Background: an optimization exercise with open tools, aiming at small area. Do not read the settings as production practice. The RTL was checked by simulation tests, not by an equivalence proof against the original design. Power and IR drop assume default switching activity.

==> flow/design.v (excerpt) <==
module stopwatch
(
    input clk,
    input reset,
    input start,
    input pfinish,
    input stop,
    output [6:0] hex0,
    output [6:0] hex1,
    output [6:0] hex2,
    output [6:0] hex3,
    output [6:0] hex4,
    output [6:0] hex5,
    output [9:0] led
);
Size: roughly 640 cells after synthesis, ~220 flip-flops, about 0.0089 mm² of cells after synthesis.
==> flow/config.mk <==
export PLATFORM = sky130hd
export DESIGN_NAME = stopwatch
export DESIGN_NICKNAME = stopwatch
export VERILOG_FILES = /design/flow/design.v
export SDC_FILE = /design/flow/constraint.sdc
export NUM_CORES = 4
export LEC_CHECK = 0
export CAP_MARGIN = 20
export CORE_MARGIN = 2
export CORE_UTILIZATION = 65
export SLEW_MARGIN = 20
==> flow/constraint.sdc <==
create_clock -name core_clock -period 10.0 [get_ports {clk}]
set_input_delay 2.0000 -clock core_clock [delete_from_list [all_inputs] [get_ports {clk}]]
set_output_delay 2.0000 -clock core_clock [all_outputs]
set_load 0.01 [all_outputs]
standard.sh (not shown) runs the stock make flow with config.mk's settings and CLKGATE_MAP_FILE= SYNTH_SCRIPT=/design/flow/synth_recipe.tcl, a recipe that flattens the netlist after the stock synthesis.
==> flow/flow/run.sh <==
#!/bin/bash
# Standard ORFS layout with area-oriented knobs:
#  - synthesis: the standard flow's synthesis script with the combinational mapping done by
#    an area-oriented ABC script (flow/area.abc) and no adder extraction;
#    registers are mapped exactly as in the standard synthesis
#  - small port buffers, small clock buffers without dummy loads
# Each tool's output goes to the ORFS logs under orfs/logs; make's output to flow.log.
set -euo pipefail
W=$(pwd)
export AREA_ABC_SCRIPT=$W/flow/area.abc
bash standard.sh \
  SYNTH_SCRIPT=$W/flow/mysynth.tcl \
  ADDER_MAP_FILE= \
  'BUFFER_PORTS_ARGS=-buffer_cell sky130_fd_sc_hd__buf_1' \
  'CTS_ARGS=-sink_clustering_enable -repair_clock_nets -dont_use_dummy_load -buf_list sky130_fd_sc_hd__clkbuf_8 -sink_clustering_size 18 -sink_clustering_max_diameter 60' \
  finish > flow.log 2>&1
==> flow/flow/area.abc <==
strash
&get -n
&deepsyn -T 30
&dch -f
&nf -R 1000
&put
==> flow/flow/mysynth.tcl <==
proc synth {args} { yosys synth -nofsm -noshare {*}$args }
# map the combinational logic with an area-oriented ABC script
proc abc {args} {
  set i [lsearch -exact $args -script]
  if {$i >= 0} { lset args [expr {$i + 1}] $::env(AREA_ABC_SCRIPT) }
  set j [lsearch -exact $args -D]
  if {$j >= 0} { set args [lreplace $args $j [expr {$j + 1}]] }
  yosys abc {*}$args
}
source $::env(SCRIPTS_DIR)/synth.tcl
# left out here: clear keep_hierarchy, flatten, clean up, hide names made inside functions, write 1_2_yosys.v
The starting point passed the timing, DRC and antenna checks.
Change:
==> flow/flow/run.sh (replaced) <==
#!/bin/bash
# Standard ORFS layout with area-oriented knobs: small port buffers, small
# clock buffers without dummy loads, abc buffers removed, power recovery
# (downsizing) after global routing.
set -euo pipefail
bash standard.sh \
  'BUFFER_PORTS_ARGS=-buffer_cell sky130_fd_sc_hd__buf_1' \
  'CTS_ARGS=-sink_clustering_enable -repair_clock_nets -dont_use_dummy_load -buf_list sky130_fd_sc_hd__clkbuf_8 -sink_clustering_size 18 -sink_clustering_max_diameter 60' \
  REMOVE_ABC_BUFFERS=1 \
  RECOVER_POWER=100 \
  finish > flow.log 2>&1
removed: flow/flow/area.abc
removed: flow/flow/mysynth.tcl
This time the run completed, yet does not pass: capacitance limit, slew limit.
Hold slack is worse by 8.1 ps.
Wire length rose by about 20%.
Design area is higher by about 12%.
Clock-buffer cell count is unchanged.


Another version of the RTL of stopwatch (not shown whole).
For scale: roughly 57 I/O pins, roughly 8700 µm² of cells after synthesis.
Design stopwatch, start of the top module:
module stopwatch
(
    input clk,
    input reset,
    input start,
    input pfinish,
    input stop,
    output [6:0] hex0,
    output [6:0] hex1,
    output [6:0] hex2,
    output [6:0] hex3,
    output [6:0] hex4,
    output [6:0] hex5,
    output [9:0] led
);
export LEC_CHECK = 0
export CAP_MARGIN = 20
export CORE_MARGIN = 2
export CORE_UTILIZATION = 75
export PLACE_DENSITY = 0.9
export SLEW_MARGIN = 20
create_clock -name core_clock -period 10.0 [get_ports {clk}]
==> flow/flow/run.sh <==
#!/bin/bash
# Standard ORFS layout with area-oriented knobs:
#  - synthesis: the standard flow's synthesis script with the combinational mapping done by
#    an area-oriented ABC script (flow/area.abc) and no adder extraction;
#    registers are mapped exactly as in the standard synthesis
#  - small port buffers, small clock buffers without dummy loads
# Each tool's output goes to the ORFS logs under orfs/logs; make's output to flow.log.
set -euo pipefail
W=$(pwd)
export AREA_ABC_SCRIPT=$W/flow/area.abc
ARGS=(
  SYNTH_SCRIPT=$W/flow/mysynth.tcl
  ADDER_MAP_FILE=
  'BUFFER_PORTS_ARGS=-buffer_cell sky130_fd_sc_hd__buf_1'
  'CTS_ARGS=-sink_clustering_enable -repair_clock_nets -dont_use_dummy_load -buf_list sky130_fd_sc_hd__clkbuf_8 -sink_clustering_size 18 -sink_clustering_max_diameter 60'
)
bash standard.sh "${ARGS[@]}" floorplan > flow_floorplan.log 2>&1
ODB=$W/orfs/results/$FLOW_PLATFORM/stopwatch/base/2_floorplan.odb openroad -no_init -exit $W/flow/upsize.tcl > upsize.log 2>&1
bash standard.sh "${ARGS[@]}" finish > flow.log 2>&1
==> flow/flow/upsize.tcl <==
# Before placement: give each single-strength gate that drives 12 or more pins
# its double-strength version, so that placement need not buffer those nets.
read_db $::env(ODB)
set db [ord::get_db]
set block [ord::get_db_block]
set count 0
foreach inst [$block getInsts] {
  set m [[$inst getMaster] getName]
  if {![regexp {^(sky130_fd_sc_hd__[a-z0-9]+)_1$} $m -> base]} { continue }
  if {[string match *df* $base] || [string match *clk* $base]} { continue }
  foreach it [$inst getITerms] {
    if {![$it isOutputSignal]} { continue }
    set net [$it getNet]
    if {$net eq "NULL"} { continue }
    set fanout [expr {[llength [$net getITerms]] - 1}]
    if {$fanout >= 12} {
      set new [$db findMaster ${base}_2]
      if {$new ne "NULL"} {
        puts "upsize [$inst getName] $m -> ${base}_2 (fanout $fanout)"
        $inst swapMaster $new
        incr count
      }
    }
  }
}
puts "upsized $count instances"
write_db $::env(ODB)
Other scripts of this flow, unchanged in this note and not shown: flow/flow/area.abc, flow/flow/mysynth.tcl
Next try:
==> flow/flow/run.sh (replaced) <==
#!/bin/bash
# Standard ORFS layout with area-oriented knobs:
#  - synthesis: the standard flow's synthesis script with the combinational mapping done by
#    an area-oriented ABC script (flow/area.abc) and no adder extraction;
#    registers are mapped exactly as in the standard synthesis
#  - small port buffers, small clock buffers without dummy loads
# Each tool's output goes to the ORFS logs under orfs/logs; make's output to flow.log.
set -euo pipefail
W=$(pwd)
export AREA_ABC_SCRIPT=$W/flow/area.abc
bash standard.sh \
  SYNTH_SCRIPT=$W/flow/mysynth.tcl \
  ADDER_MAP_FILE= \
  'BUFFER_PORTS_ARGS=-buffer_cell sky130_fd_sc_hd__buf_1' \
  'CTS_ARGS=-sink_clustering_enable -repair_clock_nets -dont_use_dummy_load -buf_list sky130_fd_sc_hd__clkbuf_8 -sink_clustering_size 18 -sink_clustering_max_diameter 60' \
  finish > flow.log 2>&1
removed: flow/flow/upsize.tcl
After rerunning: Sequential share of layout area hardly moves. Final area stays flat. Routed wire length increases by 1.2%.
Next try:
--- a/flow/config.mk
+++ b/flow/config.mk
@@ -10,2 +10,2 @@
-export CORE_UTILIZATION = 75
-export PLACE_DENSITY = 0.9
+export CORE_UTILIZATION = 70
+export PLACE_DENSITY = 0.85
After rerunning: Worst setup slack is worse by 0.16 ns; critical path depth shrinks by 2; synthesized area came out higher by 0.38%; synthesized cell count rose by about 1.8%; clock skew increases by 0.012 ns; sequential share of layout area came out lower by 0.36 points; total power is lower by 0.69%; register-to-register slack improves by 0.42 ns; sequential power barely changes; combinational power is about the same; core utilization came out lower by 4.7 points.
Next try:
--- a/flow/config.mk
+++ b/flow/config.mk
@@ -8 +8 @@
-export CAP_MARGIN = 20
+export CAP_MARGIN = 10
@@ -10,3 +10,3 @@
-export CORE_UTILIZATION = 70
-export PLACE_DENSITY = 0.85
-export SLEW_MARGIN = 20
+export CORE_UTILIZATION = 75
+export PLACE_DENSITY = 0.9
+export SLEW_MARGIN = 10
Result: Utilization went up by 4.7 points. Routed wire length went up by 6.0%. Clock skew went down by 0.026 ns. Cell count went down by 2.8%. Synthesized area stays the same. Design area went down by 0.48%. Setup slack degrades by 0.42 ns. Die area went down by 6.4%.
Next try:
--- a/flow/config.mk
+++ b/flow/config.mk
@@ -8 +8,3 @@
-export CAP_MARGIN = 10
+export CAP_MARGIN = 20
+export CELL_PAD_IN_SITES_DETAIL_PLACEMENT = 0
+export CELL_PAD_IN_SITES_GLOBAL_PLACEMENT = 0
@@ -10,3 +12,3 @@
-export CORE_UTILIZATION = 75
-export PLACE_DENSITY = 0.9
-export SLEW_MARGIN = 10
+export CORE_UTILIZATION = 80
+export PLACE_DENSITY = 0.95
+export SLEW_MARGIN = 20
Result:
- design area hardly moves
- synthesized area does not change
- worst setup slack is worse by 0.096 ns

afterwards: timing with drivers on the ports:
The flow's constraints put no driver on any port. The routed layouts listed below were extracted and timed again, unchanged, in two steps. Step 1 assumes that a clkbuf_16 drives the clock port and a buf_2 every other input. Step 2 times the ports against the registers' clock, not the clock port: input delays grow and output delays shrink by t, the midpoint of the rising clock arrivals with the driver on. Three values: ideal, step 1, step 2; two values: the first two.
| run | shift t [ns] | setup slack, ns | latest minus earliest clock arrival (ns) | cell pins on the clock port's net |
|---|---|---|---|---|
| the first run of note 1 | 0.512 | 3.474 / 3.437 / 3.948 | 0.045 / 0.045 | 1 |
| the second run of note 1 | 0.547 | 2.171 / 2.131 / 2.678 | 0.038 / 0.038 | 1 |
| the first run of note 2 | 0.504 | 2.710 / 2.673 / 3.178 | 0.058 / 0.057 | 1 |
| the second run of note 2 | 0.512 | 2.883 / 2.848 / 3.360 | 0.036 / 0.035 | 1 |
| the third run of note 2 | 0.513 | 2.723 / 2.688 / 3.201 | 0.047 / 0.046 | 1 |
| the fourth run of note 2 | 0.529 | 2.308 / 2.270 / 2.799 | 0.020 / 0.020 | 1 |
| the fifth run of note 2 | 0.510 | 2.212 / 2.179 / 2.689 | 0.049 / 0.049 | 1 |
